Background: an optimization exercise with open tools, aiming at small area, a short achievable clock period and few clock cycles. Do not read the settings as production practice. The RTL was checked by simulation tests, not by an equivalence proof against the original design. Power is estimated from default activity; no workload was simulated.

Setup of onyx:
## soma
module soma
(
    input clock, reset, start, op,
    input [31:0] data_a, data_b,
    output [31:0] data_o,
    output busy, ready
);
export LEC_CHECK = 0
export ABC_AREA = 1
export CAP_MARGIN = 20
export CORE_MARGIN = 2
export CORE_UTILIZATION = 40
export SETUP_SLACK_MARGIN = 1.7
export SLEW_MARGIN = 20
create_clock -name core_clock -period 8.0 [get_ports {clock}]
standard.sh (not shown) runs the stock make flow with config.mk's settings and CLKGATE_MAP_FILE= SYNTH_SCRIPT=/design/flow/synth_recipe.tcl, a recipe that flattens the netlist after the stock synthesis.
==> flow/flow/run.sh <==
#!/bin/bash
set -euo pipefail
bash standard.sh ADDER_MAP_FILE= "BUFFER_PORTS_ARGS=-buffer_cell sky130_fd_sc_hd__buf_2" finish > make.log 2>&1
Testbench counts of onyx, summed over its fixed seeds: cycles 3,208.
The following lists how indigo was set up differently from onyx:
- changing CORE_UTILIZATION from 40 to 65
- changing SETUP_SLACK_MARGIN from 1.7 to 1.4
indigo: no failed stages, no open violations at the end. The total power per unit cell area reported for indigo is greater than that of onyx by about 2.5%. | actual transition at the worst max-transition pin | lower: indigo |. When indigo is set beside onyx, its final cycle utilization of the critical path turns out to be 0.38 points larger. From indigo to onyx, number of nets in the synthesized netlist did not move at all. Side by side, slack of the critical path turned out lower in indigo than in onyx. Summary: cell area after layout, indigo better than onyx. Summary of indigo over onyx: die area dropped 38%; final core utilization now larger; register fraction of the total cell area grew by 0.47 points; number of cells on the critical path went up.
Setup changes, indigo to amber
- changing CORE_UTILIZATION from 65 to 55
- setting GPL_TIMING_DRIVEN to 0 for the first time
### Flow results
Re number of design-rule violations left by the first detailed-router iteration: amber and indigo aren't equal, and the lower value belongs to amber.
Peak supply drop, amber vs indigo: down by more than 10%
Per the comparison of amber with indigo, count of filler cells inserted in the layout up 533, setup total negative slack shows no meaningful change.
Maximum clock rate of amber falls short of that of indigo slightly.
Compared with indigo, amber shows a worst setup slack that is 0.077 ns lower.
Compared with indigo, amber shows a higher area enclosed by the die boundary.
On non-clock buffer count, the higher figure sits with amber, not indigo.
Comparing global-route usage for amber and indigo, the smaller number came from amber.
Number of ordinary inverters in the final layout in amber is 1 lower than in indigo

soma again, from the RTL that the note above started with.
Settings: LEC_CHECK=0, ABC_AREA=1, CAP_MARGIN=20, CORE_MARGIN=2, CORE_UTILIZATION=55, SETUP_SLACK_MARGIN=1.2, SLEW_MARGIN=20; clock period 8.0 ns.
Scripts as last shown in full above: flow/flow/run.sh
Testbench counts at the start, summed over its fixed seeds: cycles 3,208.
Next try:
SETUP_SLACK_MARGIN = 1.4   (was 1.2)
Cell area rose by 1.5%.
Clock power stays flat.
Worst setup slack improves by 0.22 ns.
Core utilization rose by 0.88 points.
Clock skew does not change.
Next try:
CORE_UTILIZATION = 40   (was 55)
GPL_TIMING_DRIVEN = 0   (was unset)
Wire length climbs by 14%.
First-iteration DRC count fell by about 24%.
Flip-flop and latch count is unchanged.
Next try:
CORE_UTILIZATION = 55   (was 40)
GPL_TIMING_DRIVEN = unset   (was 0)
SETUP_SLACK_MARGIN = 1.6   (was 1.4)
Clock skew does not change.
Setup slack got worse by 0.045 ns.
Final cell count drops by 5.7%.
Power drops by 0.48%.
Area after synthesis does not change.
Wire length drops by 10%.
Die area drops by 27%.
Via count barely changes.
Synthesized cell count stays the same.
Combinational power is about the same.
Final area climbs by 0.46%.
Next try:
CORE_UTILIZATION = 40   (was 55)
SETUP_SLACK_MARGIN = 1.4   (was 1.6)
What happened: Setup slack degrades by 0.029 ns; critical path depth rises by 6; cell count goes up by 3.6%; sequential share of layout area is about the same; final area shrinks by about 0.3%; synthesized cell count is unchanged; clock skew is unchanged; area after synthesis stays the same; non-clock buffer count shrinks by 12; first-iteration DRC count is lower by about 22%; count of clock-buffer cells in the layout stays the same.
Next try:
CAP_MARGIN = 0   (was 20)
CORE_UTILIZATION = 65   (was 40)
SLEW_MARGIN = 0   (was 20)
Effect: The new run finished with timing, DRC and antenna clean; routed wire length went down by a little under a tenth; worst hold slack gets worse by 0.0068 ns; setup slack gets better by 0.043 ns; register-to-register slack gets worse by 0.16 ns; clock power is about the same; power is about the same; flip-flop and latch count does not change.

tundra:
soma again, from the RTL that the note above started with.
clock: 8.0 ns
lec_check: 0
abc_area: 1
cap_margin: 0
core_margin: 2
core_utilization: 55
setup_slack_margin: 1.4
slew_margin: 0
Scripts as last shown in full above: flow/flow/run.sh
Testbench counts of tundra, summed over its fixed seeds: cycles 3,208.
The inputs of lagoon differ from those of tundra as listed below.
Settings: swapping 1.4 for 1.0 in SETUP_SLACK_MARGIN; swapping 0 for 20 in CAP_MARGIN; swapping 0 for 20 in SLEW_MARGIN; swapping 55 for 40 in CORE_UTILIZATION.
Results
Measured slew at the worst slew-check pin delta for lagoon relative to tundra: 0.15 ns lower. Looking at the reports, lagoon completed the entire flow and the layout it produced met the timing, DRC and antenna checks. Count of buffer and inverter cells on the critical path, tundra and lagoon: larger value in tundra. Compared with tundra, in lagoon clock latency at the later pin of the worst-skew pair barely changed, via total after detailed routing shrank by about 2.2%, die span in x higher. Between tundra and lagoon, the setup slack is lower for lagoon. NOTE total power tundra->lagoon decreased slightly.
Relative to lagoon, the following input files were edited for xenon:
Settings: changing SETUP_SLACK_MARGIN from 1.0 to 2.0.
[summary]
Diff lagoon -> xenon: critical path depth rose 1; non-clock inverter count in the final layout rose by about 1.3%; minimum period implied by the final worst setup slack moved down; reported leakage power went up by about 17%.
Diff lagoon -> xenon: part of the total power dissipated in the clock network went down by 0.6 points; combinational logic power grew by about 18%; total power now larger; fraction of area in clock buffers and inverters moved down; non-clock buffer count saw an increase.
NOTE: sequential cell area share in xenon falls short of that of lagoon

-- afterwards: timing with drivers on the ports --
The flow's constraints put no driver on any port. The routed layouts listed below were extracted and timed again, unchanged, in two steps.
Step 1 sets driving cells, clkbuf_16 on the clock port and buf_2 on the other inputs (assumed; they add their load-dependent delay and slew).
Step 2 times the ports against the registers' clock, not the clock port: input delays grow and output delays shrink by t, the midpoint of the rising clock arrivals with the driver on.
Slacks: no drivers / after step 1 / after step 2; pairs: no drivers / after step 1.
| run | shift t [ns] | setup slack, ns | hold WS [ns] |
|---|---|---|---|
| onyx | 0.321 | 1.868 / 1.827 / 1.665 | 0.490 / 0.490 / 0.490 |
| indigo | 0.324 | 1.838 / 1.799 / 1.551 | 0.485 / 0.485 / 0.485 |
| amber | 0.322 | 1.760 / 1.723 / 1.525 | 0.493 / 0.493 / 0.493 |
| the first run of note 2 | 0.317 | 1.614 / 1.612 / 1.312 | 0.497 / 0.497 / 0.497 |
| the second run of note 2 | 0.314 | 1.834 / 1.795 / 1.595 | 0.497 / 0.497 / 0.497 |
| the third run of note 2 | 0.320 | 1.869 / 1.829 / 1.573 | 0.497 / 0.497 / 0.497 |
| the fourth run of note 2 | 0.315 | 1.824 / 1.785 / 1.657 | 0.498 / 0.498 / 0.498 |
| the fifth run of note 2 | 0.323 | 1.795 / 1.753 / 1.620 | 0.492 / 0.492 / 0.492 |
| the sixth run of note 2 | 0.324 | 1.838 / 1.799 / 1.551 | 0.485 / 0.485 / 0.485 |
| tundra | 0.314 | 1.834 / 1.795 / 1.595 | 0.497 / 0.497 / 0.497 |
| lagoon | 0.322 | 1.436 / 1.394 / 1.163 | 0.490 / 0.490 / 0.490 |
| xenon | 0.321 | 2.028 / 1.989 / 1.784 | 0.491 / 0.491 / 0.491 |
After both steps every run listed still meets setup and hold. The setup slack of the first run of note 2, which loses most, moves by -0.002 ns with the drivers and by -0.302 ns with both steps.
